This design comes from an exercise in tuning for small area, a short achievable clock period and few clock cycles per item on the open sky130 flow, not from production work. Only simulation tests tie the RTL to the original design; equivalence was not proved. The clock port is modelled as an ideal driver; clocking choices that lean on that would not hold on a real chip.

$ cat design/flow/design.v
module cas (divisor, dividend, quotient, cin, cout, remainder);
input wire divisor, dividend, quotient, cin;
output wire cout, remainder;
assign remainder = (quotient ^ divisor) ^ dividend ^ cin;
assign cout = ((quotient ^ divisor)&dividend) | ((quotient ^ divisor)&cin) | (cin&dividend);
endmodule
module Divider_row(ndivisor, p_in, bit_in, p_out, q_out);
input  [14:0] ndivisor;
input  [14:0] p_in;
input         bit_in;
output [14:0] p_out;
output        q_out;
wire [15:0] x  = {p_in, bit_in};
wire [15:0] nd = {1'b1, ndivisor};
wire [15:0] g0 = x & nd;
wire [15:0] p0 = x ^ nd;
wire [15:0] gl [0:4];
wire [15:0] pl [0:4];
assign gl[0] = {g0[15:1], g0[0] | p0[0]};
assign pl[0] = p0;
genvar l, i;
generate for (l = 0; l < 4; l = l + 1) begin : lvl
	for (i = 0; i < 16; i = i + 1) begin : b
		if ((i >> l) & 1) begin : comb
			localparam integer J = ((i >> (l + 1)) << (l + 1)) + (1 << l) - 1;
			assign gl[l+1][i] = gl[l][i] | (pl[l][i] & gl[l][J]);
			assign pl[l+1][i] = pl[l][i] & pl[l][J];
		end else begin : pass
			assign gl[l+1][i] = gl[l][i];
			assign pl[l+1][i] = pl[l][i];
		end
	end
end endgenerate
wire [16:0] c = {gl[4], 1'b1};
wire [15:0] s = p0 ^ c[15:0];
assign q_out = c[16];
assign p_out = q_out ? s[14:0] : x[14:0];
endmodule
module Divider_Modulo (clk , reset, mode, valid_in, divisor, dividend, result, valid_out);
input wire clk, reset, mode, valid_in;
input wire [31:0] dividend;
input wire [15:0] divisor;
output reg valid_out;
output wire [31:0] result;
localparam [16:0] CUT = 17'b0_0100_1001_0010_0100;
reg        v_in;
reg        m_in;
reg [31:0] dd_in;
reg [14:0] dv_in;    
always @(posedge clk or posedge reset)
	if (reset) v_in <= 1'b0;
	else       v_in <= valid_in;
always @(posedge clk) begin
	m_in  <= mode;
	dd_in <= dividend;
	dv_in <= ~divisor[14:0];
end
wire [14:0] p   [0:17];
wire [16:0] s   [0:17];
wire [14:0] d   [0:17];    
wire        m   [0:17];
wire        v   [0:17];
assign p[0] = dd_in[31:17];
assign s[0] = dd_in[16:0];
assign d[0] = dv_in;
assign m[0] = m_in;
assign v[0] = v_in;
genvar i;
generate for (i = 0; i < 17; i = i + 1) begin : row
	wire [14:0] p_n;
	wire        q_n;
	Divider_row r (
		.ndivisor (d[i]),
		.p_in    (p[i]),
		.bit_in  (s[i][16]),
		.p_out   (p_n),
		.q_out   (q_n)
	);
	if (CUT[i]) begin : cut
		reg [14:0] p_r;
		reg [16:0] s_r;
		reg [14:0] d_r;
		reg        m_r;
		reg        v_r;
		always @(posedge clk or posedge reset)
			if (reset) v_r <= 1'b0;
			else       v_r <= v[i];
		always @(posedge clk) begin
			p_r <= p_n;
			s_r <= {s[i][15:0], q_n};
			d_r <= d[i];
			m_r <= m[i];
		end
		assign p[i+1] = p_r;
		assign s[i+1] = s_r;
		assign d[i+1] = d_r;
		assign m[i+1] = m_r;
		assign v[i+1] = v_r;
	end else begin : nocut
		assign p[i+1] = p_n;
		assign s[i+1] = {s[i][15:0], q_n};
		assign d[i+1] = d[i];
		assign m[i+1] = m[i];
		assign v[i+1] = v[i];
	end
end endgenerate
reg [16:0] res_r;
always @(posedge clk or posedge reset)
	if (reset) valid_out <= 1'b0;
	else       valid_out <= v[17];
always @(posedge clk)
	res_r <= m[17] ? {2'b0, p[17]} : s[17];
assign result = {15'b0, res_r};
endmodule
$ cat design/flow/flow/run.sh
#!/bin/bash
# The standard layout (the standard.sh) with four changes:
#  - synthesis maps with flow/abc_map.script (see flow/synth_wrap.tcl);
#  - no full/half-adder cell extraction (ADDER_MAP_FILE empty), so ABC maps
#    the adders' logic freely;
#  - ports are buffered with a fixed buffer cell instead of the one
#    buffer_ports picks by default;
#  - after placement repair, flow/size_crit.tcl upsizes gates on the worst
#    register-to-register paths (before detailed placement legalizes them).
set -euo pipefail
export FLOW_SYNTH_TCL="$PWD/synth_recipe.tcl"
export MY_ABC_SCRIPT="$PWD/flow/abc_map.script"
export SIZE_MAX_MOVES=400
export SIZE_MIN_GAIN=0.003
bash standard.sh "SYNTH_SCRIPT=$PWD/flow/synth_wrap.tcl" "ADDER_MAP_FILE=" \
  "BUFFER_PORTS_ARGS=-buffer_cell sky130_fd_sc_hd__buf_2" \
  "POST_RESIZE_TCL=$PWD/flow/size_crit.tcl" finish > make_finish.log 2>&1
$ cat design/flow/flow/abc_map.script
strash
dch -f
map -D 4000
topo
buffer -c
upsize -D 4000
dnsize -D 4000
stime -p
$ cat design/flow/flow/size_crit.tcl
# Greedy gate sizing at the design's own constraints. With the design's
# long clock period ORFS's repair_timing sees no violation and leaves every
# gate as synthesis mapped it. This loop repeatedly takes the worst
# register-to-register path, tries upsizing each gate on it by one step, and
# keeps the single change that most improves that path group's worst setup
# slack; it stops when no change gains SIZE_MIN_GAIN ns or after
# SIZE_MAX_MOVES changes. (Paths to and from the ports are left alone: their
# fixed external delays and port buffers set them.)
estimate_parasitics -placement

proc sc_parse {cell} {
  if {[regexp {^(sky130_fd_sc_hd__[a-z0-9]+)_([0-9]+)$} $cell -> base size]} {
    return [list $base $size]
  }
  return {}
}

# next larger usable size of the same cell family, or ""
proc sc_next {base size} {
  set best ""
  set best_s 1000
  foreach lc [get_lib_cells -quiet */${base}_*] {
    if {[get_property $lc dont_use]} { continue }
    set n [get_name $lc]
    if {![regexp "^${base}_(\[0-9\]+)\$" $n -> s]} { continue }
    if {$s > $size && $s < $best_s} {
      set best $lc
      set best_s $s
    }
  }
  return $best
}

set ::regs [all_registers -edge_triggered]
proc r2r_path {} {
  return [lindex [find_timing_paths -from $::regs -to $::regs -sort_by_slack -group_path_count 1] 0]
}
proc r2r_ws {} {
  return [get_property [r2r_path] slack]
}

set moves 0
set ws [r2r_ws]
puts "size_crit: start worst slack $ws"
while {$moves < $::env(SIZE_MAX_MOVES)} {
  set pe [r2r_path]
  set best_inst ""
  set best_lc ""
  set best_ws $ws
  # collect the path's gates first: resizing invalidates the path object
  set insts {}
  foreach pt [get_property $pe points] {
    set pin [get_property $pt pin]
    if {[get_property $pin direction] ne "output"} { continue }
    set inst [get_cells -quiet -of_objects $pin]
    if {[llength $inst] == 1} { lappend insts $inst }
  }
  foreach inst $insts {
    set cell [get_property $inst ref_name]
    set bs [sc_parse $cell]
    if {$bs eq ""} { continue }
    lassign $bs base size
    if {[regexp {clkbuf|conb} $base]} { continue }
    set lc [sc_next $base $size]
    if {$lc eq ""} { continue }
    set old [get_lib_cells */$cell]
    replace_cell $inst $lc
    set nws [r2r_ws]
    replace_cell $inst $old
    if {$nws > $best_ws + $::env(SIZE_MIN_GAIN)} {
      set best_ws $nws
      set best_inst $inst
      set best_lc $lc
    }
  }
  if {$best_inst eq ""} { break }
  replace_cell $best_inst $best_lc
  set ws [r2r_ws]
  incr moves
}
puts "size_crit: $moves moves, worst slack $ws"
$ cat design/flow/flow/synth_wrap.tcl
# The standard synthesis (synth_recipe.tcl, sourced unchanged), with one
# change: the ABC technology-mapping call runs flow/abc_map.script instead of
# ORFS's abc_speed.script. Everything else, including register naming,
# flattening and renaming, is the standard synthesis.
proc abc {args} {
  set i [lsearch -exact $args -script]
  if {$i >= 0} { set args [lreplace $args $i [expr {$i + 1}] -script $::env(MY_ABC_SCRIPT)] }
  yosys abc {*}$args
}
source $::env(FLOW_SYNTH_TCL)
$ cat design/flow/standard.sh
#!/bin/bash
# synth_recipe.tcl (not shown) runs the flow's synth.tcl, then flattens the netlist and writes it again
# the make line also repeats each setting of config.mk as NAME=value (left out here)
make -C /OpenROAD-flow-scripts/flow DESIGN_CONFIG=/design/flow/config.mk WORK_HOME=/design/flow/orfs CLKGATE_MAP_FILE= SYNTH_SCRIPT=/design/flow/synth_recipe.tcl "${@:-finish}"
$ cat design/flow/config.mk
export PLATFORM = sky130hd
export DESIGN_NAME = Divider_Modulo
export DESIGN_NICKNAME = Divider_Modulo
export VERILOG_FILES = /design/flow/design.v
export SDC_FILE = /design/flow/constraint.sdc
export NUM_CORES = 4
export LEC_CHECK = 0
export CAP_MARGIN = 20
export CORE_MARGIN = 2
export CORE_UTILIZATION = 40
export CTS_CLUSTER_DIAMETER = 100
export CTS_CLUSTER_SIZE = 25
export GPL_TIMING_DRIVEN = 0
export SLEW_MARGIN = 20
$ cat design/flow/constraint.sdc
create_clock -name core_clock -period 25.0 [get_ports {clk}]
set_input_delay 5.0000 -clock core_clock [delete_from_list [all_inputs] [get_ports {clk}]]
set_output_delay 5.0000 -clock core_clock [all_outputs]
set_load 0.01 [all_outputs]
==> results of run 1 <==
[worst max-delay path by stage]
stage                       from            endpoint
2_1_floorplan          valid_out           valid_out
3_3_place_gp   row[5].cut.d_r[9]  row[8].cut.p_r[12]
3_5_place_dp   row[5].cut.d_r[9]  row[8].cut.p_r[12]
4_1_cts        row[5].cut.d_r[9]  row[8].cut.p_r[12]
5_1_grt        row[5].cut.d_r[9]   row[8].cut.p_r[7]
6_report       row[5].cut.d_r[3]   row[8].cut.p_r[8]
[registers in the layout (all words and copies together) (netlist names)]
| register | count |
|---|---|
| dd_in | 32 |
| dv_in | 15 |
| m_in | 1 |
| res_r | 17 |
| row.cut.d_r | 75 |
| row.cut.m_r | 5 |
| row.cut.p_r | 75 |
| row.cut.s_r | 85 |
| row.cut.v_r | 5 |
| v_in | 1 |
| valid_out | 1 |
[metal layers]
metal	routed length (um)	vias up
met5	0	-
met4	1390	0
met3	1370	75
met2	24900	245
met1	20500	8205
li1	-	9667
[worst max-delay path, delay by kind of cell, from the launching register on]
kind,cells,cell delay [ns]
AO/OA/AOI/OAI,9,2.42
AND/OR/NAND/NOR,15,1.93
buffers and inverters,6,1.13
flip-flops,1,0.45
[cells in the mapped netlist, drive strengths merged, types with 24 or more instances]
master / n / area (sq um)
dfxtp: 305 / 6110
inv: 463 / 1740
o21ai: 233 / 1320
nor2: 799 / 3090
nor3: 45 / 240
nand2: 448 / 1710
a21oi: 193 / 988
xor2: 129 / 1130
buf: 49 / 410
nand3: 57 / 290
xnor2: 89 / 780
mux2i: 24 / 240
[per-stage QoR]
step / util (%) / cells
finish: 44.2 / 3785
global placement: 42.9 / 3758
global route: 44.2 / 3785
floorplan: - / 3026
detailed placement: 43.0 / 3758
CTS: 44.2 / 3785
[cell type report]
cell class	instances	area, sq um	share of cell area, %
buffer	58	449	2.08
clock buffer	21	483	2.24
clock inverter	6	98.8	0.458
inverter	466	1750	8.12
multi-input combinational	2190	11300	52.5
sequential	312	6290	29.1
tap	664	831	3.85
timing repair buffer	68	340	1.58
[kinds of logic after synthesis]
group / count (synthesis) / share of synthesized area (%)
AND/OR/NAND/NOR: 1407 / 29.1
multiplexers: 24 / 1.22
flip-flops: 312 / 31.8
AO/OA/AOI/OAI: 526 / 17.0
other: 1 / 0.0190
buffers and inverters: 524 / 11.1
XOR/XNOR: 218 / 9.67
==> Flow_metrics.wiki, run 1 <==
{| class="wikitable"
! Metric !! Value
|-
| Run status || timing/DRC/antenna clean
|-
| Final instance area || between 20000 and 25000 sq um
|-
| Global-route track usage on met2 || between 30% and 40%
|-
| Relative slew slack || 50.3%
|-
| Slowest cell on the critical path || sky130_fd_sc_hd__dfxtp_1
|-
| Final Slew Violations || 0
|-
| Maximum clock frequency || 0.165 GHz
|-
| Post-DR vias/cell || 4.81
|-
| Worst Tran Pin Value || 0.740 ns
|-
| Yosys synthesis warning count || 2
|-
| Post-synthesis sequential element count || 312
|-
| Minimum clock period after layout || between 6 and 7 ns
|-
| Total number of clock tree sinks || 312
|-
| Cell depth of the worst hold path || 0
|-
| Antenna Violating Nets Remaining || 0
|-
| Total routing usage reported by global routing || approximately a fifth
|-
| Mean instance size in the synthesized netlist || 6.55 sq um
|-
| Maximum count of clock buffers along a single path || 3
|-
| Worst slack at placement || 18.86 ns
|-
| Async set-or-reset flop fraction in the synthesized netlist || 2.24%
|-
| Cell count of the worst reg-to-reg path || 30
|-
| Total number of vias || 18.2k
|-
| Number of instances resized during post-cts repair || 0
|-
| 1st-pass router iterations || 5
|-
| Final HPWL DP || 40100 um
|-
| Share of post-route cells with drive strength above 1 || slightly above 10%
|-
| First-pass GRT wire length || 79900 um
|-
| Launch instance of the worst register-to-register path || row[5].cut.d_r[3]
|-
| Post-detailed-routing wire length || 48200 um
|-
| Most frequent cells in the layout || 777 x sky130_fd_sc_hd__nor2_1, 436 x sky130_fd_sc_hd__nand2_1, 422 x sky130_fd_sc_hd__inv_1, 296 x sky130_fd_sc_hd__dfxtp_1, 187 x sky130_fd_sc_hd__a21oi_1
|-
| Clock-pin slew of the registers on the worst-case setup and hold paths || around 0.10 ns
|-
| CP Launch Type || register
|-
| Die span in y || roughly 230 um
|-
| Drt drc || 0
|-
| Cts-stage hold buffer count || 0
|-
| Number of I/O port buffers || 68
|-
| Filler instances || roughly 5.1k
|-
| Antenna violations before repair || 0
|-
| Post CTS Setup Buffer Count || 0
|-
| Slowest cell delay on critical path || 0.45 ns
|-
| Number of standard-cell rows in the floorplan || 81
|-
| Post-Syn Area || between 15000 and 20000 sq um
|-
| Number of distinct library cells after synthesis || 64
|-
| Worst-case setup margin in the final layout || 18.93 ns
|-
| Clk latency of the worst-skew pair || 0.53 ns
|-
| IO Pins || 85
|-
| Vias in the first global route || 17.3k
|-
| Type of destination of the critical path || register
|-
| Layout-stage area growth over the synthesis result || 9.39%
|-
| Final Hold Viols || 0
|-
| Required @ worst endpoint || 25.40 ns
|-
| Number of max-cap violations || 0
|-
| Most used cell along the critical path || sky130_fd_sc_hd__nor2_1
|-
| TritonCTS clock tree || built
|-
| EDFF count, synth || 0
|-
| Fraction of met1 tracks used by global routing || 21.3%
|-
| Cells after Synth || roughly 3k
|-
| Met3 routing resource usage after global routing || 2.02%
|-
| Setup skew after layout || about 0.021 ns
|-
| Die footprint || between 50000 and 60000 sq um
|-
| Reg2Reg Capture Point || row[8].cut.p_r[8]
|-
| Most instantiated flip-flop cell in the synthesis netlist || sky130_fd_sc_hd__dfxtp_1
|-
| GRT Residual Overflow || 0
|-
| RSZ-0062 raised after global routing || false
|-
| Reg2reg setup slack || between 15 and 20 ns
|-
| Final weighted congestion of routability-driven global placement || between 0.9 and 1
|-
| Critical path start-end classification || register to register
|-
| Area of the core || 48800 sq um
|-
| Total inserted antenna cells || 0
|-
| Post-synthesis sequential area ratio || approximately a third
|-
| Iteration-0 DRC count of the detailed router || 815
|-
| Wire length per cell after detailed routing || between 10 and 15 um
|-
| Final setup violation count || 0
|-
| Layer with the highest usage || met2
|-
| Hold Path Sink || row[5].cut.s_r[16]
|-
| Placement-stage cell area || roughly 21000 sq um
|-
| Min-Delay Startpoint || row[2].cut.s_r[13]
|-
| Pin count of the biggest net entering global routing || 27
|-
| Die extent in x || 226 um
|-
| Net total in the final layout || 3166
|-
| Initial standard-cell utilization of the core || slightly above 40%
|-
| Maximum fanout along the worst path || 10
|-
| Hold WC Path Type || register to register
|-
| Number of levels the H-tree was split into || 1
|-
| Final total negative setup slack || 0 ns
|-
| CTS buffer count || 18
|-
| Commonest non-fill, non-tap cell in the layout || sky130_fd_sc_hd__nor2_1
|-
| Root Buffer || sky130_fd_sc_hd__clkbuf_16
|-
| Worst hold slack || 0.314 ns
|-
| CP Data Arrival Time || 6.47 ns
|-
| Part of the cycle the worst path needs || ~24%
|}
Testbench counts, summed over its fixed seeds: cycles 16,048, items 16,000.
==> run 2, diff against run 1 <==
==> design/flow/flow/run.sh (replaced) <==
#!/bin/bash
# The standard layout (the standard.sh) with four changes:
#  - synthesis maps with flow/abc_map.script (see flow/synth_wrap.tcl);
#  - no full/half-adder cell extraction (ADDER_MAP_FILE empty), so ABC maps
#    the adders' logic freely;
#  - ports are buffered with a fixed buffer cell instead of the one
#    buffer_ports picks by default;
#  - after placement repair, flow/upsize.tcl upsizes the drivers of
#    high-fanout nets (before detailed placement legalizes them).
set -euo pipefail
export FLOW_SYNTH_TCL="$PWD/synth_recipe.tcl"
export MY_ABC_SCRIPT="$PWD/flow/abc_map.script"
export UPSIZE_FANOUT=8
bash standard.sh "SYNTH_SCRIPT=$PWD/flow/synth_wrap.tcl" "ADDER_MAP_FILE=" \
  "BUFFER_PORTS_ARGS=-buffer_cell sky130_fd_sc_hd__buf_2" \
  "POST_RESIZE_TCL=$PWD/flow/upsize.tcl" finish > make_finish.log 2>&1
==> design/flow/flow/upsize.tcl (new file) <==
# Upsize the drivers of high-fanout signal nets. With the design's long
# clock period the standard repair leaves these gates at minimum size, so
# the wide selects of the divider rows switch slowly. Sizing depends only on
# each net's fanout, not on any timing constraint.
set n_up 0
foreach net [get_nets *] {
  set loads [get_pins -quiet -of_objects $net -filter "direction == input"]
  set fo [llength $loads]
  if {$fo < $::env(UPSIZE_FANOUT)} { continue }
  set drv [get_pins -quiet -of_objects $net -filter "direction == output"]
  if {[llength $drv] != 1} { continue }
  set inst [get_cells -of_objects $drv]
  set cell [get_property $inst ref_name]
  if {![regexp {^(sky130_fd_sc_hd__[a-z0-9]+)_([0-9]+)$} $cell -> base size]} { continue }
  if {[regexp {df|dl|clk|conb|buf} $base]} { continue }
  set want [expr {$fo >= 2 * $::env(UPSIZE_FANOUT) ? 4 : 2}]
  if {$size >= $want} { continue }
  foreach s [list $want 2] {
    if {$s <= $size} { continue }
    set lc [get_lib_cells -quiet */${base}_$s]
    if {[llength $lc] == 1 && ![get_property $lc dont_use]} {
      replace_cell $inst $lc
      incr n_up
      break
    }
  }
}
puts "upsize.tcl: upsized $n_up drivers"
--- a/design/flow/config.mk
+++ b/design/flow/config.mk
@@ -10,5 +10,4 @@
 export CORE_UTILIZATION = 40
 export CTS_CLUSTER_DIAMETER = 100
 export CTS_CLUSTER_SIZE = 25
-export GPL_TIMING_DRIVEN = 0
 export SLEW_MARGIN = 20
removed: design/flow/flow/size_crit.tcl
==> run 2 against run 1 <==
Maximum frequency fell by 4.4%. Via count fell by 1.9%. Setup slack worse by 0.28 ns. Highest routed layer unchanged. Routed wire length fell by 9.9%. Still clean on timing, DRC and antenna. Flip-flop and latch count unchanged. Non-clock buffer count down 54. Die area unchanged. Register-to-register slack got worse by 0.28 ns. Sequential share of layout area increased by 0.65 points.
==> Flow_metrics.wiki, run 2 <==
{| class="wikitable"
! Metric !! Value
|-
| Synth area leader || sky130_fd_sc_hd__dfxtp_1
|-
| Cts-stage hold buffer count || 0
|-
| Vias in the first global route || 17.4k
|-
| Cells after Synth || 3012
|-
| Minimum clock period after layout || 6.35 ns
|-
| Clk latency of the worst-skew pair || 0.54 ns
|-
| Register with the most flip-flops || row.cut.s_r
|-
| Net total in the final layout || 3111
|-
| CTS buffer count || 17
|-
| Layout-stage area growth over the synthesis result || 6.81%
|-
| Final HPWL DP || 36100 um
|-
| Commonest non-fill, non-tap cell in the layout || sky130_fd_sc_hd__nor2_1
|-
| Critical path buffers and inverters || 4
|-
| Total routing usage reported by global routing || 17.3%
|-
| Worst-case setup margin in the final layout || 18.65 ns
|-
| Drt drc || 0
|-
| Run status || timing/DRC/antenna clean
|-
| Placement-stage cell area || 20600 sq um
|-
| CP Launch Type || register
|-
| Synth top area cells || sky130_fd_sc_hd__dfxtp_1 31%, sky130_fd_sc_hd__nor2_1 15%, sky130_fd_sc_hd__nand2_1 8.3%, sky130_fd_sc_hd__inv_1 8.0%, sky130_fd_sc_hd__xor2_1 5.7%
|-
| Yosys synthesis warning count || 2
|-
| Final setup violation count || 0
|-
| Antenna violations before repair || 0
|-
| Number of max-cap violations || 0
|-
| Fraction of post-synthesis cell area in the top cell type by area || a little under a third
|-
| Final instance area || 21100 sq um
|-
| Largest regs || row.cut.s_r: 85 flops, row.cut.d_r: 75 flops, row.cut.p_r: 75 flops
|-
| GRT Residual Overflow || 0
|-
| Final Hold Viols || 0
|-
| Total inserted antenna cells || 0
|-
| Family of cells with the greatest summed delay on the critical path || simple AND/OR/NAND/NOR gates
|-
| Commonest cells in the netlist || 780 x sky130_fd_sc_hd__nor2_1, 437 x sky130_fd_sc_hd__nand2_1, 423 x sky130_fd_sc_hd__inv_1, 305 x sky130_fd_sc_hd__dfxtp_1, 187 x sky130_fd_sc_hd__a21oi_1
|-
| EDFF count, synth || 0
|-
| Pin count of the biggest net entering global routing || 30
|-
| Iteration-0 DRC count of the detailed router || 672
|-
| Type of destination of the critical path || register
|-
| Post-synthesis sequential area ratio || 31.8%
|-
| Slowest cell delay on critical path || 0.58 ns
|-
| Number of levels the H-tree was split into || 1
|-
| Final Slew Violations || 0
|-
| Number of instances resized during post-cts repair || 0
|-
| RSZ-0062 raised after global routing || false
|-
| Number of standard-cell rows in the floorplan || 81
|-
| Most instantiated flip-flop cell in the synthesis netlist || sky130_fd_sc_hd__dfxtp_1
|-
| Required @ worst endpoint || around 25 ns
|-
| Area of the core || 48800 sq um
|-
| Initial standard-cell utilization of the core || 40.4%
|-
| Post CTS Setup Buffer Count || 0
|-
| TritonCTS clock tree || built
|-
| Number of distinct library cells after synthesis || 64
|-
| Die extent in x || around 230 um
|-
| Antenna Violating Nets Remaining || 0
|-
| IO Pins || 85
|-
| Most used cell along the critical path || sky130_fd_sc_hd__nor2_1
|-
| Share of post-route cells with drive strength above 1 || 8.29%
|-
| Slowest cell on the critical path || sky130_fd_sc_hd__o21ai_4
|-
| CP Data Arrival Time || 6.79 ns
|-
| Die footprint || roughly 50000 sq um
|-
| Final weighted congestion of routability-driven global placement || 0.833
|-
| Most frequent cells in the layout || 780 x sky130_fd_sc_hd__nor2_1, 437 x sky130_fd_sc_hd__nand2_1, 420 x sky130_fd_sc_hd__inv_1, 305 x sky130_fd_sc_hd__dfxtp_1, 187 x sky130_fd_sc_hd__a21oi_1
|-
| Total number of vias || 17.8k
|-
| Worst Tran Pin Value || 0.722 ns
|-
| Async set-or-reset flop fraction in the synthesized netlist || 2.24%
|-
| Maximum count of clock buffers along a single path || 3
|-
| Number of I/O port buffers || 68
|-
| Critical path start-end classification || register to register
|-
| Worst slack at placement || between 15 and 20 ns
|-
| Post-synthesis sequential element count || 312
|-
| Final total negative setup slack || 0 ns
|-
| Mean instance size in the synthesized netlist || 6.55 sq um
|-
| Maximum clock frequency || 0.157 GHz
|-
| Die span in y || 226 um
|-
| Relative slew slack || between 50% and 60%
|-
| Post-detailed-routing wire length || 43400 um
|-
| Flip-flop count of the largest register, all copies and words added || 85
|-
| Post-DR vias/cell || 4.79
|-
| Part of the cycle the worst path needs || 25.4%
|-
| First-pass GRT wire length || roughly 75000 um
|-
| Total number of clock tree sinks || ~310
|-
| Leading cell type by number of instances after synthesis || sky130_fd_sc_hd__nor2_1
|-
| Clock-pin slew of the registers on the worst-case setup and hold paths || around 0.090 ns
|-
| Hold WC Path Type || register to register
|-
| Setup skew after layout || 0.0204 ns
|-
| Root Buffer || sky130_fd_sc_hd__clkbuf_16
|-
| Maximum fanout along the worst path || 27
|-
| Post-Syn Area || 19700 sq um
|-
| Worst hold slack || 0.329 ns
|-
| Wire length per cell after detailed routing || about 12 um
|-
| 1st-pass router iterations || 5
|-
| Fin util || 43.2%
|}
==> run 2: final cells by class <==
class,count,area (sq um)
clock buffers,19,433
repair buffers,72,370
flip-flops and latches,312,6280
multi-input cells,2190,11400
well taps,664,831
fillers,5106,27800
clock inverters,5,58.8
inverters,466,1750
==> run 2: cell families (layout without fill, tap and decap cells) <==
kind of cell,after synthesis,in the layout,share of synthesized area [%]
AO/OA/AOI/OAI,526,526,17.0
XOR/XNOR,218,218,9.67
buffers and inverters,524,562,11.1
flip-flops,312,312,31.8
multiplexers,24,24,1.22
other,1,15,0.0190
AND/OR/NAND/NOR,1407,1407,29.1
==> run 2: path summary, 6_finish.rpt <==
check	slack [ns]	to	cells after the start	startpoint
max in group asynchronous	20.43	row[14].cut.v_r	2	reset
worst min-delay path	0.33	row[14].cut.s_r[4]	0	row[11].cut.s_r[1]
worst max-delay path	18.65	row[5].cut.p_r[12]	32	row[2].cut.d_r[0]
worst max register to register	18.65	row[5].cut.p_r[12]	32	row[2].cut.d_r[0]
worst min register to register	0.33	row[14].cut.s_r[4]	0	row[11].cut.s_r[1]
min in group asynchronous	4.38	row[5].cut.v_r	2	reset
==> run 2: routing by layer <==
layer	global-route usage [%]	up-vias	routed length, um	part of all wire, %
met5	0	-	0	0
met1	18.6	8054	18600	43
met3	1.86	75	867	2.0
li1	-	9550	-	-
met4	4.97	0	1070	2.5
met2	35.0	161	22900	53
==> run 2: metrics by stage <==
stage                     instances
after floorplan                3026
after global placement         3704
after detailed placement       3704
after CTS                      3728
after global routing           3728
final                          3728
==> run 2: worst reg2reg max path, delay by kind of cell (launching register included) <==
kind                   cells  cell delay [ns]
multiplexers               1             0.36
AND/OR/NAND/NOR           18             2.73
buffers and inverters      4             0.27
XOR/XNOR                   1             0.14
AO/OA/AOI/OAI              8             2.29
flip-flops                 1             0.47
==> run 3, diff against run 2 <==
--- a/design/flow/config.mk
+++ b/design/flow/config.mk
@@ -10,4 +10,5 @@
 export CORE_UTILIZATION = 40
 export CTS_CLUSTER_DIAMETER = 100
 export CTS_CLUSTER_SIZE = 25
+export GPL_TIMING_DRIVEN = 0
 export SLEW_MARGIN = 20
==> run 3 against run 2 <==
Critical endpoint is now valid_out. Via count up 2.0%. Non-clock buffer count up 54. Synthesized cell count stayed put. Flip-flop and latch count unchanged. Die area did not move. Global-route usage grew 1.7 points. Synthesized area unchanged. Critical path type is now register to output port. First-iteration DRC count rose by 34%. Clock-buffer cell count rose by 2.
==> Flow_metrics.wiki, run 3 <==
{| class="wikitable"
! Metric !! Value
|-
| Layout-stage area growth over the synthesis result || 9.18%
|-
| Register with the most flip-flops || row.cut.s_r
|-
| Worst Tran Pin Value || 0.651 ns
|-
| Area of the core || 48800 sq um
|-
| Die footprint || between 50000 and 60000 sq um
|-
| Die extent in x || 226 um
|-
| Final Hold Viols || 0
|-
| Fin util || about 44%
|-
| Antenna Violating Nets Remaining || 0
|-
| Number of standard-cell rows in the floorplan || 81
|-
| Cts-stage hold buffer count || 0
|-
| Min-Delay Startpoint || row[2].cut.s_r[13]
|-
| Most frequent cells in the layout || 780 x sky130_fd_sc_hd__nor2_1, 436 x sky130_fd_sc_hd__nand2_1, 423 x sky130_fd_sc_hd__inv_1, 305 x sky130_fd_sc_hd__dfxtp_1, 187 x sky130_fd_sc_hd__a21oi_1
|-
| Minimum clock period after layout || roughly 6.0 ns
|-
| Maximum count of clock buffers along a single path || 3
|-
| Critical path buffers and inverters || 1
|-
| Number of distinct library cells after synthesis || 64
|-
| Net total in the final layout || 3166
|-
| TritonCTS clock tree || built
|-
| Reg2Reg Capture Point || row[8].cut.p_r[8]
|-
| Mean instance size in the synthesized netlist || 6.55 sq um
|-
| Synth area leader || sky130_fd_sc_hd__dfxtp_1
|-
| IO Pins || 85
|-
| Worst-case setup margin in the final layout || 18.99 ns
|-
| Number of I/O port buffers || 68
|-
| Commonest cells in the netlist || 780 x sky130_fd_sc_hd__nor2_1, 437 x sky130_fd_sc_hd__nand2_1, 423 x sky130_fd_sc_hd__inv_1, 305 x sky130_fd_sc_hd__dfxtp_1, 187 x sky130_fd_sc_hd__a21oi_1
|-
| Largest regs || row.cut.s_r: 85 flops, row.cut.d_r: 75 flops, row.cut.p_r: 75 flops
|-
| Maximum fanout along the worst path || 1
|-
| Number of max-cap violations || 0
|-
| Wire length per cell after detailed routing || 12.7 um
|-
| Relative slew slack || 56.1%
|-
| First-pass GRT wire length || about 80000 um
|-
| Flip-flop count of the largest register, all copies and words added || 85
|-
| Cells after Synth || roughly 3k
|-
| Final total negative setup slack || 0 ns
|-
| Final setup violation count || 0
|-
| Type of destination of the critical path || output port
|-
| Total number of clock tree sinks || ~310
|-
| Total routing usage reported by global routing || 19.0%
|-
| EDFF count, synth || 0
|-
| Critical path start-end classification || register to output port
|-
| Number of instances resized during post-cts repair || 0
|-
| Drt drc || 0
|-
| Number of levels the H-tree was split into || 1
|-
| CP Data Arrival Time || 1.01 ns
|-
| Hold Path Sink || row[5].cut.s_r[16]
|-
| 1st-pass router iterations || 5
|-
| Root Buffer || sky130_fd_sc_hd__clkbuf_16
|-
| Required @ worst endpoint || 20.00 ns
|-
| Setup skew after layout || 0.0185 ns
|-
| Part of the cycle the worst path needs || 24.0%
|-
| Family of cells with the greatest summed delay on the critical path || flip-flops
|-
| Final weighted congestion of routability-driven global placement || 0.914
|-
| Async set-or-reset flop fraction in the synthesized netlist || 2.24%
|-
| Fraction of post-synthesis cell area in the top cell type by area || 30.9%
|-
| Clock-pin slew of the registers on the worst-case setup and hold paths || 0.10 ns
|-
| Cell count of the worst reg-to-reg path || 30
|-
| RSZ-0062 raised after global routing || false
|-
| Maximum clock frequency || 0.166 GHz
|-
| Slowest cell on the critical path || sky130_fd_sc_hd__dfrtp_1
|-
| Post-DR vias/cell || 4.81
|-
| Initial standard-cell utilization of the core || about two fifths
|-
| Post-synthesis sequential element count || 312
|-
| Synth top area cells || sky130_fd_sc_hd__dfxtp_1 31%, sky130_fd_sc_hd__nor2_1 15%, sky130_fd_sc_hd__nand2_1 8.3%, sky130_fd_sc_hd__inv_1 8.0%, sky130_fd_sc_hd__xor2_1 5.7%
|-
| Antenna violations before repair || 0
|-
| Total inserted antenna cells || 0
|-
| CTS buffer count || 18
|-
| Share of post-route cells with drive strength above 1 || 9.71%
|-
| Leading cell type by number of instances after synthesis || sky130_fd_sc_hd__nor2_1
|-
| Commonest non-fill, non-tap cell in the layout || sky130_fd_sc_hd__nor2_1
|-
| Post-synthesis sequential area ratio || between 30% and 40%
|-
| Yosys synthesis warning count || 2
|-
| Post-Syn Area || 19700 sq um
|-
| Hold WC Path Type || register to register
|-
| Clk latency of the worst-skew pair || 0.53 ns
|-
| GRT Residual Overflow || 0
|-
| Final HPWL DP || 40100 um
|-
| Post CTS Setup Buffer Count || 0
|-
| Cell depth of the worst hold path || 0
|-
| Launch point of the critical path || valid_out
|-
| Most instantiated flip-flop cell in the synthesis netlist || sky130_fd_sc_hd__dfxtp_1
|-
| Slowest cell delay on critical path || 0.36 ns
|-
| Total number of vias || 18.2k
|-
| Run status || timing/DRC/antenna clean
|-
| Pin count of the biggest net entering global routing || 27
|-
| Post-detailed-routing wire length || 48100 um
|-
| Die span in y || 226 um
|-
| Final Slew Violations || 0
|-
| Launch instance of the worst register-to-register path || row[5].cut.d_r[3]
|-
| Iteration-0 DRC count of the detailed router || 898
|-
| Reg2reg setup slack || 19.03 ns
|-
| Vias in the first global route || 17.6k
|-
| Cell-by-cell trace of the critical path || buf_2
|-
| CP Launch Type || register
|-
| Worst slack at placement || 18.95 ns
|}
## run 3: cell counts after synthesis
No cell type changed its count.
## run 3: how the worst max path moves through the flow
stage / cells after the start / to
final: 1 / valid_out
after global routing: 28 / row[8].cut.p_r[7]
after CTS: 28 / row[8].cut.p_r[12]
after detailed placement: 28 / row[8].cut.p_r[12]
after global placement: 28 / row[8].cut.p_r[12]
after floorplan: 0 / valid_out
## run 3: per-layer routing
metal	share of wire (%)	up-vias	track usage, %
met5	0	-	0
met4	2.8	0	5.65
met3	2.6	74	1.82
met2	52	234	37.5
met1	43	8233	21.2
li1	-	9659	-
## run 3: cell type report
type | count | area (sq um)
Clock buffer | 21 | 483
Sequential cell | 312 | 6280
Inverter | 466 | 1750
Buffer | 58 | 447
Multi-Input combinational cell | 2190 | 11300
Fill cell | 5081 | 27300
Clock inverter | 6 | 98.8
Timing Repair Buffer | 68 | 340
Tap cell | 664 | 831
## run 3: through the flow
step,instance area [sq um],hold WS [ns],std cells
CTS,21600,0.321,3785
finish,21600,0.315,3785
global placement,21000,0.310,3758
floorplan,19800,0.310,3026
detailed placement,21000,0.312,3758
global route,21600,0.325,3785
## run 3: cells by family after synthesis
family | Yosys count | share of synthesized area [%]
XOR/XNOR | 218 | 9.67
AO/OA/AOI/OAI | 526 | 17.0
other | 1 | 0.0190
buffers and inverters | 524 | 11.1
flip-flops | 312 | 31.8
multiplexers | 24 | 1.22
AND/OR/NAND/NOR | 1407 | 29.1
==> run 4, diff against run 3 <==
--- a/design/flow/config.mk
+++ b/design/flow/config.mk
@@ -7,8 +7,8 @@
 export LEC_CHECK = 0
 export CAP_MARGIN = 20
 export CORE_MARGIN = 2
-export CORE_UTILIZATION = 40
+export CORE_UTILIZATION = 60
 export CTS_CLUSTER_DIAMETER = 100
 export CTS_CLUSTER_SIZE = 25
-export GPL_TIMING_DRIVEN = 0
+export PLACE_DENSITY = 0.7
 export SLEW_MARGIN = 20
==> run 4 against run 3 <==
Flip-flop and latch count stayed put. Cell count is 7.4% lower. Highest routed layer unchanged. Worst hold slack better by 0.013 ns. Still clean. Non-clock buffer count is 56 lower.
==> Flow_metrics.wiki, run 4 <==
{| class="wikitable"
! Metric !! Value
|-
| Net total in the final layout || about 3.1k
|-
| Placement-stage cell area || 20300 sq um
|-
| CP Launch Type || register
|-
| Hold WC Path Type || register to register
|-
| Cts-stage hold buffer count || 0
|-
| TritonCTS clock tree || built
|-
| Die span in y || 185 um
|-
| Slowest cell delay on critical path || 0.59 ns
|-
| Mux cell area share after synthesis || 1.22%
|-
| Synthesized-area fraction occupied by ao, oa, aoi and oai cells || 17.0%
|-
| Minimum clock period after layout || around 6.5 ns
|-
| Number of instances resized during post-cts repair || 0
|-
| Clk latency of the worst-skew pair || 0.51 ns
|-
| Worst Tran Pin Value || 0.720 ns
|-
| Pin count of the biggest net entering global routing || 30
|-
| IO Pins || 85
|-
| Run status || timing/DRC/antenna clean
|-
| Final instance count without filler cells || 3504
|-
| 1st-pass router iterations || 5
|-
| RSZ-0062 raised after global routing || false
|-
| Launch instance of the worst register-to-register path || row[2].cut.d_r[9]
|-
| Final instance area || approximately 21000 sq um
|-
| Yosys synthesis warning count || 2
|-
| Post-DR vias/cell || 5.13
|-
| Synth area leader || sky130_fd_sc_hd__dfxtp_1
|-
| Total inserted antenna cells || 0
|-
| Synth top area cells || sky130_fd_sc_hd__dfxtp_1 31%, sky130_fd_sc_hd__nor2_1 15%, sky130_fd_sc_hd__nand2_1 8.3%, sky130_fd_sc_hd__inv_1 8.0%, sky130_fd_sc_hd__xor2_1 5.7%
|-
| Register with the most flip-flops || row.cut.s_r
|-
| Min-Delay Startpoint || row[11].cut.s_r[3]
|-
| Mean instance size in the synthesized netlist || 6.55 sq um
|-
| Required @ worst endpoint || 25.44 ns
|-
| Total routing usage reported by global routing || 25.6%
|-
| EDFF count, synth || 0
|-
| Total number of clock tree sinks || 312
|-
| Number of standard-cell rows in the floorplan || between 60 and 70
|-
| Post-Synth Simple-Gate Area || 29.1%
|-
| Final setup violation count || 0
|-
| First-pass GRT wire length || approximately 74000 um
|-
| Filler instances || 3069
|-
| Root Buffer || sky130_fd_sc_hd__clkbuf_16
|-
| Largest family of logic cells by synthesized area || simple AND/OR/NAND/NOR gates
|-
| Post-Syn Area || between 15000 and 20000 sq um
|-
| Async set-or-reset flop fraction in the synthesized netlist || 2.24%
|-
| Number of levels the H-tree was split into || 1
|-
| Final total negative setup slack || 0 ns
|-
| Commonest non-fill, non-tap cell in the layout || sky130_fd_sc_hd__nor2_1
|-
| Die footprint || 34400 sq um
|-
| Type of destination of the critical path || register
|-
| Final HPWL DP || 35300 um
|-
| Part of the cycle the worst path needs || 25.9%
|-
| Largest regs || row.cut.s_r: 85 flops, row.cut.d_r: 75 flops, row.cut.p_r: 75 flops
|-
| Area of the core || 32500 sq um
|-
| Fraction of post-synthesis cell area in the top cell type by area || 30.9%
|-
| Layout-stage area growth over the synthesis result || 5.39%
|-
| Post-synthesis sequential element count || 312
|-
| Placed instance count || 3480
|-
| Clock-pin slew of the registers on the worst-case setup and hold paths || ~0.090 ns
|-
| Wire length per cell after detailed routing || 12.4 um
|-
| Launch point of the critical path || row[2].cut.d_r[9]
|-
| Cells after Synth || between 3k and 4k
|-
| CP Data Arrival Time || approximately 6.9 ns
|-
| Total number of vias || 18.0k
|-
| Iteration-0 DRC count of the detailed router || between 900 and 1k
|-
| Post CTS Setup Buffer Count || 0
|-
| Die extent in x || 185 um
|-
| Number of max-cap violations || 0
|-
| Relative slew slack || 51.8%
|-
| Drt drc || 0
|-
| Setup skew after layout || 0.0168 ns
|-
| Global-route track usage on met2 || between 40% and 50%
|-
| Maximum count of clock buffers along a single path || 3
|-
| Worst hold slack || between 0.3 and 0.4 ns
|-
| Met3 routing resource usage after global routing || 2.24%
|-
| Antenna Violating Nets Remaining || 0
|-
| Fraction of met1 tracks used by global routing || 28.9%
|-
| Layer with the highest usage || met2
|-
| Critical path start-end classification || register to register
|-
| Share of post-route cells with drive strength above 1 || 8.26%
|-
| Commonest cells in the netlist || 780 x sky130_fd_sc_hd__nor2_1, 437 x sky130_fd_sc_hd__nand2_1, 423 x sky130_fd_sc_hd__inv_1, 305 x sky130_fd_sc_hd__dfxtp_1, 187 x sky130_fd_sc_hd__a21oi_1
|-
| Post-synthesis adder-cell area fraction || 0%
|-
| Initial standard-cell utilization of the core || between 60 and 70%
|-
| GRT Residual Overflow || 0
|-
| Most used cell along the critical path || sky130_fd_sc_hd__nor2_1
|-
| Slowest cell on the critical path || sky130_fd_sc_hd__o21ai_4
|-
| Xor/xnor share of the synthesized area || approximately a tenth
|-
| Leading cell type by number of instances after synthesis || sky130_fd_sc_hd__nor2_1
|-
| Maximum fanout along the worst path || 27
|-
| Antenna violations before repair || 0
|-
| Most frequent cells in the layout || 780 x sky130_fd_sc_hd__nor2_1, 436 x sky130_fd_sc_hd__nand2_1, 420 x sky130_fd_sc_hd__inv_1, 305 x sky130_fd_sc_hd__dfxtp_1, 187 x sky130_fd_sc_hd__a21oi_1
|-
| Maximum clock frequency || 0.154 GHz
|-
| Post-detailed-routing wire length || 43500 um
|-
| Vias in the first global route || 17.0k
|-
| Number of distinct library cells after synthesis || 64
|-
| Final Hold Viols || 0
|-
| CTS buffer count || 17
|-
| Most instantiated flip-flop cell in the synthesis netlist || sky130_fd_sc_hd__dfxtp_1
|-
| Final Slew Violations || 0
|-
| Number of I/O port buffers || 68
|-
| Flip-flop count of the largest register, all copies and words added || 85
|-
| Post-synthesis sequential area ratio || 31.8%
|-
| Final weighted congestion of routability-driven global placement || 0.883
|}
## run 4: cell counts after synthesis
Identical to the previous run, type by type.
## run 4: cell families (layout without fill, tap and decap cells)
logic type | Yosys count | after routing
other | 1 | 15
AO/OA/AOI/OAI | 526 | 526
flip-flops | 312 | 312
XOR/XNOR | 218 | 218
multiplexers | 24 | 24
buffers and inverters | 524 | 560
AND/OR/NAND/NOR | 1407 | 1407
## run 4: area by class of cell
type | count | area [sq um] | share of cell area, %
multi-input cells | 2190 | 11400 | 54.7
flip-flops and latches | 312 | 6280 | 30.2
inverters | 466 | 1750 | 8.43
well taps | 442 | 553 | 2.66
clock buffers | 19 | 433 | 2.08
repair buffers | 70 | 355 | 1.71
clock inverters | 5 | 57.6 | 0.277
## run 4: final timing paths
kind                                       to  slack (ns)  cells past startpoint
hold / removal             row[14].cut.s_r[6]        0.33                      0
hold reg to reg            row[14].cut.s_r[6]        0.33                      0
max in group asynchronous           valid_out       20.36                      2
setup / recovery           row[5].cut.p_r[12]       18.51                     31
min in group asynchronous                v_in        4.40                      2
setup reg to reg           row[5].cut.p_r[12]       18.51                     31
## run 4: worst max-delay path: cells and delay by family (launching register included)
family	cells	cell delay [ns]
compound gates	9	2.45
buf+inv	5	0.57
flops	1	0.43
simple gates	17	2.94
## run 4: per-layer routing
layer  share of wire, %  routed length [um]  up-vias
met1                 43               18500     8048
met4                3.3                1440        0
met2                 52               22400      281
met5                  0                   0        -
met3                2.6                1120       87
li1                   -                   -     9552
## run 4: metrics by stage
stage	utilization (%)	setup WS, ns
after global routing	64.1	17.82
after global placement	62.4	18.60
after floorplan	-	19.62
final	64.1	18.51
after CTS	64.1	18.53
after detailed placement	62.6	18.58
==> run 5, diff against run 4 <==
--- a/design/flow/flow/run.sh
+++ b/design/flow/flow/run.sh
@@ -10,7 +10,8 @@
 set -euo pipefail
 export FLOW_SYNTH_TCL="$PWD/synth_recipe.tcl"
 export MY_ABC_SCRIPT="$PWD/flow/abc_map.script"
-export UPSIZE_FANOUT=8
+export UPSIZE_FANOUT=6
+export MAX_FANOUT=10
 bash standard.sh "SYNTH_SCRIPT=$PWD/flow/synth_wrap.tcl" "ADDER_MAP_FILE=" \
   "BUFFER_PORTS_ARGS=-buffer_cell sky130_fd_sc_hd__buf_2" \
   "POST_RESIZE_TCL=$PWD/flow/upsize.tcl" finish > make_finish.log 2>&1
==> design/flow/flow/upsize.tcl (replaced) <==
# Split and strengthen high-fanout signal nets. With the design's long
# clock period the standard repair leaves them alone, so the wide selects of
# the divider rows switch slowly. This uses only fanout limits, not any
# timing constraint: first buffer nets above MAX_FANOUT loads, then upsize
# the drivers of nets with UPSIZE_FANOUT or more loads.
set_max_fanout $::env(MAX_FANOUT) [current_design]
repair_design
set n_up 0
foreach net [get_nets *] {
  set loads [get_pins -quiet -of_objects $net -filter "direction == input"]
  set fo [llength $loads]
  if {$fo < $::env(UPSIZE_FANOUT)} { continue }
  set drv [get_pins -quiet -of_objects $net -filter "direction == output"]
  if {[llength $drv] != 1} { continue }
  set inst [get_cells -of_objects $drv]
  set cell [get_property $inst ref_name]
  if {![regexp {^(sky130_fd_sc_hd__[a-z0-9]+)_([0-9]+)$} $cell -> base size]} { continue }
  if {[regexp {df|dl|clk|conb} $base]} { continue }
  set want [expr {$fo >= 2 * $::env(UPSIZE_FANOUT) ? 4 : 2}]
  if {$size >= $want} { continue }
  foreach s [list $want 2] {
    if {$s <= $size} { continue }
    set lc [get_lib_cells -quiet */${base}_$s]
    if {[llength $lc] == 1 && ![get_property $lc dont_use]} {
      replace_cell $inst $lc
      incr n_up
      break
    }
  }
}
puts "upsize.tcl: upsized $n_up drivers"
--- a/design/flow/config.mk
+++ b/design/flow/config.mk
@@ -7,8 +7,7 @@
 export LEC_CHECK = 0
 export CAP_MARGIN = 20
 export CORE_MARGIN = 2
-export CORE_UTILIZATION = 60
+export CORE_UTILIZATION = 40
 export CTS_CLUSTER_DIAMETER = 100
 export CTS_CLUSTER_SIZE = 25
-export PLACE_DENSITY = 0.7
 export SLEW_MARGIN = 20
==> run 5 against run 4 <==
Clock skew increased by 0.0042 ns. Sequential share of layout area fell by 1.0 points. Highest routed layer unchanged. First-iteration DRC count is 28% lower.
==> Flow_metrics.wiki, run 5 <==
{| class="wikitable"
! Metric !! Value
|-
| Setup skew after layout || 0.0210 ns
|-
| Min-Delay Startpoint || row[5].cut.m_r
|-
| Final Slew Violations || 0
|-
| Most instantiated flip-flop cell in the synthesis netlist || sky130_fd_sc_hd__dfxtp_1
|-
| Launch instance of the worst register-to-register path || row[2].cut.d_r[0]
|-
| Yosys synthesis warning count || 2
|-
| Required @ worst endpoint || approximately 25 ns
|-
| 1st-pass router iterations || 5
|-
| Slowest cell on the critical path || sky130_fd_sc_hd__clkdlybuf4s50_1
|-
| Die span in y || 226 um
|-
| Maximum fanout along the worst path || 10
|-
| Post-Syn Area || 19700 sq um
|-
| Final setup violation count || 0
|-
| Reg2reg setup slack || between 10 and 15 ns
|-
| CP Launch Type || register
|-
| Leading cell type by number of instances after synthesis || sky130_fd_sc_hd__nor2_1
|-
| Total inserted antenna cells || 0
|-
| Final total negative setup slack || 0 ns
|-
| Post-DR vias/cell || roughly 4.8
|-
| Cell depth of the worst hold path || 0
|-
| Cts-stage hold buffer count || 0
|-
| Number of I/O port buffers || between 60 and 70
|-
| Total number of vias || approximately 18k
|-
| Slowest cell delay on critical path || around 0.86 ns
|-
| Hold WC Path Type || register to register
|-
| Maximum count of clock buffers along a single path || 3
|-
| Net total in the final layout || approximately 3.2k
|-
| Iteration-0 DRC count of the detailed router || 655
|-
| Post-detailed-routing wire length || 45300 um
|-
| Number of instances resized during post-cts repair || 0
|-
| Combined area of the multi-input logic cells || approximately 11000 sq um
|-
| Area of the core || 48800 sq um
|-
| Number of distinct library cells after synthesis || 64
|-
| Worst Tran Pin Value || 0.633 ns
|-
| Flip-flop count of the largest register, all copies and words added || 85
|-
| Area taken by flip-flops and latches || 6280 sq um
|-
| Root Buffer || sky130_fd_sc_hd__clkbuf_16
|-
| Post CTS Setup Buffer Count || 0
|-
| Critical path start-end classification || register to register
|-
| Post-synthesis sequential element count || 312
|-
| RSZ-0062 raised after global routing || false
|-
| CP Data Arrival Time || 11.50 ns
|-
| TritonCTS clock tree || built
|-
| Die extent in x || roughly 230 um
|-
| Final weighted congestion of routability-driven global placement || 0.833
|-
| GRT Residual Overflow || 0
|-
| First-pass GRT wire length || 77300 um
|-
| Largest regs || row.cut.s_r: 85 flops, row.cut.d_r: 75 flops, row.cut.p_r: 75 flops
|-
| Clock-pin slew of the registers on the worst-case setup and hold paths || ~0.09 ns
|-
| Run status || timing/DRC/antenna clean
|-
| Hold Path Sink || row[8].cut.m_r
|-
| Total routing usage reported by global routing || 18.0%
|-
| Drt drc || 0
|-
| Relative slew slack || 57.4%
|-
| Fraction of post-synthesis cell area in the top cell type by area || between 30% and 40%
|-
| Post-synthesis sequential area ratio || about a third
|-
| Layout-stage area growth over the synthesis result || 9.18%
|-
| Most frequent cells in the layout || 780 x sky130_fd_sc_hd__nor2_1, 437 x sky130_fd_sc_hd__nand2_1, 417 x sky130_fd_sc_hd__inv_1, 305 x sky130_fd_sc_hd__dfxtp_1, 187 x sky130_fd_sc_hd__a21oi_1
|-
| Maximum clock frequency || 0.0903 GHz
|-
| Mean instance size in the synthesized netlist || 6.55 sq um
|-
| Synth area leader || sky130_fd_sc_hd__dfxtp_1
|-
| EDFF count, synth || 0
|-
| Clk latency of the worst-skew pair || 0.52 ns
|-
| Critical path buffers and inverters || 12
|-
| Commonest non-fill, non-tap cell in the layout || sky130_fd_sc_hd__nor2_1
|-
| Share of post-route cells with drive strength above 1 || 8.25%
|-
| Vias in the first global route || around 18k
|-
| Total number of clock tree sinks || 312
|-
| Type of destination of the critical path || register
|-
| Final HPWL DP || 37900 um
|-
| Synth top area cells || sky130_fd_sc_hd__dfxtp_1 31%, sky130_fd_sc_hd__nor2_1 15%, sky130_fd_sc_hd__nand2_1 8.3%, sky130_fd_sc_hd__inv_1 8.0%, sky130_fd_sc_hd__xor2_1 5.7%
|-
| Async set-or-reset flop fraction in the synthesized netlist || 2.24%
|-
| CTS buffer count || 17
|-
| Pin count of the biggest net entering global routing || 27
|-
| Final Hold Viols || 0
|-
| Most used cell along the critical path || sky130_fd_sc_hd__clkdlybuf4s50_1
|-
| Die footprint || 51100 sq um
|-
| Cell count of the worst reg-to-reg path || 38
|-
| Number of standard-cell rows in the floorplan || 81
|-
| Antenna violations before repair || 0
|-
| Number of levels the H-tree was split into || 1
|-
| Initial standard-cell utilization of the core || roughly two fifths
|-
| Wire length per cell after detailed routing || 12.0 um
|-
| Minimum clock period after layout || 11.07 ns
|-
| Register with the most flip-flops || row.cut.s_r
|-
| Antenna Violating Nets Remaining || 0
|-
| Commonest cells in the netlist || 780 x sky130_fd_sc_hd__nor2_1, 437 x sky130_fd_sc_hd__nand2_1, 423 x sky130_fd_sc_hd__inv_1, 305 x sky130_fd_sc_hd__dfxtp_1, 187 x sky130_fd_sc_hd__a21oi_1
|-
| Number of max-cap violations || 0
|-
| Family of cells with the greatest summed delay on the critical path || buffers and inverters
|-
| Filler instances || about 5.0k
|-
| Reg2Reg Capture Point || row[5].cut.p_r[12]
|-
| Cells after Synth || 3012
|-
| Part of the cycle the worst path needs || 44.3%
|-
| IO Pins || 85
|}
[run 5: logic make-up after synthesis]
family / after synthesis / share of synthesized area (%)
XOR/XNOR: 218 / 9.67
other: 1 / 0.0190
AND/OR/NAND/NOR: 1407 / 29.1
multiplexers: 24 / 1.22
buffers and inverters: 524 / 11.1
AO/OA/AOI/OAI: 526 / 17.0
flip-flops: 312 / 31.8
[run 5: worst max-delay path by stage]
| stage | slack (ns) | to | startpoint | cells past startpoint |
|---|---|---|---|---|
| 2_1_floorplan | 19.62 | valid_out | valid_out | 0 |
| 3_3_place_gp | 18.58 | row[2].cut.p_r[14] | dv_in[9] | 27 |
| 3_5_place_dp | 13.92 | row[5].cut.p_r[12] | row[2].cut.d_r[0] | 38 |
| 4_1_cts | 13.85 | row[5].cut.p_r[12] | row[2].cut.d_r[0] | 38 |
| 5_1_grt | 13.01 | row[5].cut.p_r[12] | row[2].cut.d_r[0] | 39 |
| 6_report | 13.93 | row[5].cut.p_r[12] | row[2].cut.d_r[0] | 38 |
[run 5: final cells by class]
type,count,share of cell area [%]
timing repair buffer,123,4.09
clock inverter,5,0.267
clock buffer,20,2.03
inverter,466,8.13
sequential,312,29.1
multi-input combinational,2190,52.5
tap,664,3.86
[run 5: metal layers]
| layer | up-vias | share of wire, % | GRT usage, % |
|---|---|---|---|
| met1 | 8148 | 43 | 19.5 |
| met4 | 0 | 2.9 | 5.86 |
| met5 | - | 0 | 0 |
| met2 | 183 | 52 | 36.0 |
| li1 | 9663 | - | - |
| met3 | 79 | 2.2 | 1.91 |
[run 5: metrics by stage]
step | instances | hold WS (ns) | area, sq um | utilization (%) | setup slack (ns)
final | 3780 | 0.323 | 21600 | 44.1 | 13.93
after global routing | 3780 | 0.334 | 21600 | 44.1 | 13.01
after CTS | 3780 | 0.326 | 21600 | 44.1 | 13.85
after detailed placement | 3755 | 0.312 | 21100 | 43.1 | 13.92
after global placement | 3704 | 0.310 | 20500 | 42.1 | 18.58
after floorplan | 3026 | 0.310 | 19800 | - | 19.62
==> run 6, diff against run 5 <==
==> design/flow/flow/run.sh (replaced) <==
#!/bin/bash
# The standard layout (the standard.sh, with flow/config.mk's settings)
# with these changes:
#  - no full/half-adder cell extraction (ADDER_MAP_FILE empty), so ABC maps
#    the adders' logic freely;
#  - ports are buffered with buf_2 instead of the buffer buffer_ports picks;
#  - after placement repair, flow/size_crit.tcl upsizes gates on the worst
#    register-to-register path (before detailed placement legalizes them).
# Each step's full log is under orfs/logs/; make's own output goes to
# make_finish.log.
set -euo pipefail
export FLOW_SYNTH_TCL="$PWD/synth_recipe.tcl"
export MY_ABC_SCRIPT="$PWD/flow/abc_map.script"
export SIZE_MAX_MOVES=150
export SIZE_MIN_GAIN=0.005
export SIZE_WINDOW=0.3
export SIZE_PATHS=3
export SIZE_ENDPOINTS=300
bash standard.sh "SYNTH_SCRIPT=$PWD/flow/synth_wrap.tcl" "ADDER_MAP_FILE=" \
  "BUFFER_PORTS_ARGS=-buffer_cell sky130_fd_sc_hd__buf_2" \
  "POST_CTS_TCL=$PWD/flow/size_cts.tcl" finish > make_finish.log 2>&1
==> design/flow/flow/size_cts.tcl (new file) <==
source $::env(PLATFORM_DIR)/setRC.tcl
set_propagated_clock [all_clocks]

proc sc_parse {cell} {
  if {[regexp {^(sky130_fd_sc_hd__[a-z0-9]+)_([0-9]+)$} $cell -> base size]} {
    return [list $base $size]
  }
  return {}
}

# next larger usable size of the same cell family, or ""
proc sc_next {base size} {
  set best ""
  set best_s 1000
  foreach lc [get_lib_cells -quiet */${base}_*] {
    if {[get_property $lc dont_use]} { continue }
    set n [get_name $lc]
    if {![regexp "^${base}_(\[0-9\]+)\$" $n -> s]} { continue }
    if {$s > $size && $s < $best_s} {
      set best $lc
      set best_s $s
    }
  }
  return $best
}

proc worst_paths {n} {
  return [find_timing_paths -path_delay max -sort_by_slack \
    -group_path_count $n -endpoint_path_count 1]
}

# summed shortfall below target t of the endpoints (a resized gate's nets
# lose their estimated parasitics, so estimate again first)
proc shortfall {t} {
  estimate_parasitics -placement
  set sum 0.0
  foreach pe [worst_paths $::env(SIZE_ENDPOINTS)] {
    set s [get_property $pe slack]
    if {$s >= $t} { break }
    set sum [expr {$sum + $t - $s}]
  }
  return $sum
}

set moves 0
estimate_parasitics -placement
puts "size_cts: start worst slack [get_property [lindex [worst_paths 1] 0] slack]"
while {$moves < $::env(SIZE_MAX_MOVES)} {
  estimate_parasitics -placement
  set worst [worst_paths $::env(SIZE_PATHS)]
  set t [expr {[get_property [lindex $worst 0] slack] + $::env(SIZE_WINDOW)}]
  # collect the gates first: resizing invalidates the path objects
  set insts {}
  foreach pe $worst {
    foreach pt [get_property $pe points] {
      set pin [get_property $pt pin]
      if {[get_property $pin direction] ne "output"} { continue }
      set inst [get_cells -quiet -of_objects $pin]
      if {[llength $inst] == 1 && [lsearch -exact $insts $inst] < 0} { lappend insts $inst }
    }
  }
  set base_cost [shortfall $t]
  set best_cost [expr {$base_cost - $::env(SIZE_MIN_GAIN)}]
  set best_inst ""
  set best_lc ""
  foreach inst $insts {
    set cell [get_property $inst ref_name]
    set bs [sc_parse $cell]
    if {$bs eq ""} { continue }
    lassign $bs base size
    if {[regexp {clkbuf|clkinv|conb} $base]} { continue }
    set lc [sc_next $base $size]
    if {$lc eq ""} { continue }
    set old [get_lib_cells */$cell]
    replace_cell $inst $lc
    set cost [shortfall $t]
    replace_cell $inst $old
    if {$cost < $best_cost} {
      set best_cost $cost
      set best_inst $inst
      set best_lc $lc
    }
  }
  if {$best_inst eq ""} { break }
  replace_cell $best_inst $best_lc
  incr moves
}
estimate_parasitics -placement
puts "size_cts: $moves moves, worst slack [get_property [lindex [worst_paths 1] 0] slack]"

# legalize the resized cells
detailed_placement
check_placement -verbose
estimate_parasitics -placement
puts "size_cts: after legalization, worst slack [get_property [lindex [worst_paths 1] 0] slack]"
--- a/design/flow/config.mk
+++ b/design/flow/config.mk
@@ -10,4 +10,5 @@
 export CORE_UTILIZATION = 40
 export CTS_CLUSTER_DIAMETER = 100
 export CTS_CLUSTER_SIZE = 25
+export GPL_TIMING_DRIVEN = 0
 export SLEW_MARGIN = 20
removed: design/flow/flow/upsize.tcl
==> run 6 against run 5 <==
Non-clock buffer count is 3 higher. Flip-flop and latch count unchanged. Sequential share of layout area is essentially flat. Die area unchanged. Clock skew increased by 0.0031 ns. Final area about the same. Maximum frequency grew 84%. Synthesized cell count unchanged. Cell count grew 0.16%. Largest cell class unchanged. Highest routed layer unchanged.
==> Flow_metrics.wiki, run 6 <==
{| class="wikitable"
! Metric !! Value
|-
| Clock-pin slew of the registers on the worst-case setup and hold paths || 0.11 ns
|-
| Die footprint || 51100 sq um
|-
| Final HPWL DP || 40100 um
|-
| Iteration-0 DRC count of the detailed router || a little over 900
|-
| Number of max-cap violations || 0
|-
| Clk latency of the worst-skew pair || 0.54 ns
|-
| Final total negative setup slack || 0 ns
|-
| Yosys synthesis warning count || 2
|-
| Worst-case setup margin in the final layout || 18.98 ns
|-
| Mux cell area share after synthesis || 1.22%
|-
| Pin count of the biggest net entering global routing || 27
|-
| Antenna Violating Nets Remaining || 0
|-
| Leading cell type by number of instances after synthesis || sky130_fd_sc_hd__nor2_1
|-
| RSZ-0062 raised after global routing || false
|-
| 1st-pass router iterations || 5
|-
| Die extent in x || approximately 230 um
|-
| Largest regs || row.cut.s_r: 85 flops, row.cut.d_r: 75 flops, row.cut.p_r: 75 flops
|-
| Most instantiated flip-flop cell in the synthesis netlist || sky130_fd_sc_hd__dfxtp_1
|-
| Worst slack at placement || 18.94 ns
|-
| Run status || timing/DRC/antenna clean
|-
| Net total in the final layout || 3166
|-
| Post-synthesis sequential element count || 312
|-
| Drt drc || 0
|-
| Cell-by-cell trace of the critical path || buf_2
|-
| Fraction of post-synthesis cell area in the top cell type by area || between 30 and 40%
|-
| Post-detailed-routing wire length || ~48000 um
|-
| Mean instance size in the synthesized netlist || 6.55 sq um
|-
| Part of the cycle the worst path needs || 24.1%
|-
| Final weighted congestion of routability-driven global placement || 0.914
|-
| First-pass GRT wire length || 80600 um
|-
| Maximum fanout along the worst path || 1
|-
| Filler instances || 5085
|-
| Commonest non-fill, non-tap cell in the layout || sky130_fd_sc_hd__nor2_1
|-
| Minimum clock period after layout || 6.02 ns
|-
| Async set-or-reset flop fraction in the synthesized netlist || 2.24%
|-
| Total number of vias || roughly 18k
|-
| Worst Tran Pin Value || 0.730 ns
|-
| Initial standard-cell utilization of the core || 40.4%
|-
| Slowest cell delay on critical path || 0.37 ns
|-
| Slowest cell on the critical path || sky130_fd_sc_hd__dfrtp_1
|-
| GRT Residual Overflow || 0
|-
| Family of cells with the greatest summed delay on the critical path || flip-flops
|-
| Die span in y || 226 um
|-
| Commonest cells in the netlist || 780 x sky130_fd_sc_hd__nor2_1, 437 x sky130_fd_sc_hd__nand2_1, 423 x sky130_fd_sc_hd__inv_1, 305 x sky130_fd_sc_hd__dfxtp_1, 187 x sky130_fd_sc_hd__a21oi_1
|-
| Post-synthesis adder-cell area fraction || 0%
|-
| Antenna violations before repair || 0
|-
| Post-synthesis sequential area ratio || 31.8%
|-
| Total number of clock tree sinks || ~310
|-
| Largest family of logic cells by synthesized area || simple AND/OR/NAND/NOR gates
|-
| Number of distinct library cells after synthesis || 64
|-
| Relative slew slack || 51.0%
|-
| Synthesized-area fraction occupied by ao, oa, aoi and oai cells || 17.0%
|-
| CP Launch Type || register
|-
| Final Slew Violations || 0
|-
| Number of standard-cell rows in the floorplan || 81
|-
| Vias in the first global route || between 15k and 20k
|-
| Final setup violation count || 0
|-
| Share of post-route cells with drive strength above 1 || 9.67%
|-
| Critical path buffers and inverters || 1
|-
| Most frequent cells in the layout || 780 x sky130_fd_sc_hd__nor2_1, 437 x sky130_fd_sc_hd__nand2_1, 423 x sky130_fd_sc_hd__inv_1, 304 x sky130_fd_sc_hd__dfxtp_1, 187 x sky130_fd_sc_hd__a21oi_1
|-
| EDFF count, synth || 0
|-
| Flip-flop count of the largest register, all copies and words added || 85
|-
| CP Data Arrival Time || 1.02 ns
|-
| Cells after Synth || 3012
|-
| Total inserted antenna cells || 0
|-
| Critical path start-end classification || register to output port
|-
| Layout-stage area growth over the synthesis result || 9.21%
|-
| Synth top area cells || sky130_fd_sc_hd__dfxtp_1 31%, sky130_fd_sc_hd__nor2_1 15%, sky130_fd_sc_hd__nand2_1 8.3%, sky130_fd_sc_hd__inv_1 8.0%, sky130_fd_sc_hd__xor2_1 5.7%
|-
| IO Pins || 85
|}
==> run 6: worst paths after layout <==
kind                       slack (ns)               start                 end  cells past startpoint
max                             18.98           valid_out           valid_out                      1
min                              0.31  row[2].cut.s_r[13]  row[5].cut.s_r[16]                      0
max reg2reg                     19.05   row[5].cut.d_r[3]   row[8].cut.p_r[8]                     30
min reg2reg                      0.31  row[2].cut.s_r[13]  row[5].cut.s_r[16]                      0
max in group asynchronous       20.40               reset     row[11].cut.v_r                      2
min in group asynchronous        4.38               reset           valid_out                      2
==> run 6: cells by family after synthesis <==
group / count (synthesis)
and+or+nand+nor: 1407
AOI/OAI and AO/OA: 526
buffers and inverters: 524
DFF: 312
xor gates and xnor gates: 218
muxes: 24
other: 1
==> run 6: through the flow <==
| step | instance area (sq um) | hold slack (ns) | cells |
|---|---|---|---|
| 6_report | 21600 | 0.307 | 3786 |
| 5_1_grt | 21600 | 0.318 | 3786 |
| 3_5_place_dp | 21000 | 0.312 | 3758 |
| 3_3_place_gp | 21000 | 0.310 | 3758 |
| 2_1_floorplan | 19800 | 0.310 | 3026 |
==> run 6: per-layer routing <==
metal,track usage (%),routed length [um],up-vias
li1,-,-,9667
met1,21.3,20400,8289
met2,37.2,25000,244
met3,1.90,1320,76
met4,6.26,1400,0
met5,0,0,-
==> run 6: cell type report <==
type | instances | area [sq um] | share of cell area [%]
clock inverters | 6 | 98.8 | 0.459
inverters | 466 | 1750 | 8.13
flip-flops and latches | 312 | 6280 | 29.1
clock buffers | 22 | 487 | 2.26
multi-input cells | 2190 | 11300 | 52.5
well taps | 664 | 831 | 3.85
repair buffers | 68 | 340 | 1.58
plain buffers | 58 | 447 | 2.07

-- afterwards: timing with drivers on the ports --
The results above use ideal ports. As a check the final layouts listed here were re-extracted and re-timed, cells and wires unchanged. Step 1 (the two cells are an assumption about what drives the block):
set clk [get_ports {clk}]
set_driving_cell -lib_cell sky130_fd_sc_hd__clkbuf_16 $clk
set_driving_cell -lib_cell sky130_fd_sc_hd__buf_2 [delete_from_list [all_inputs] $clk]
Step 2 times the ports against the registers' clock, not the clock port: input delays grow and output delays shrink by t, the midpoint of the rising clock arrivals with the driver on. a / b / c = no drivers / after step 1 / after step 2; a / b = the first two.
run	t (ns)	slack for setup (ns)	hold WS [ns]	slew at the worst register clock pin (ns)	pins driven straight from the clock port
run 1	0.580	18.931 / 18.916 / 18.931	0.314 / 0.314 / 0.314	0.10 / 0.10	1
run 2	0.583	18.650 / 18.650 / 18.650	0.329 / 0.329 / 0.329	0.10 / 0.10	1
run 3	0.579	18.993 / 18.933 / 19.029	0.315 / 0.315 / 0.315	0.10 / 0.10	1
run 4	0.558	18.513 / 18.513 / 18.513	0.327 / 0.327 / 0.327	0.10 / 0.10	1
run 5	0.572	13.926 / 13.926 / 13.926	0.323 / 0.323 / 0.323	0.10 / 0.10	1
run 6	0.586	18.976 / 18.914 / 19.046	0.307 / 0.307 / 0.307	0.11 / 0.11	1
After both steps setup and hold are still met in every run listed.
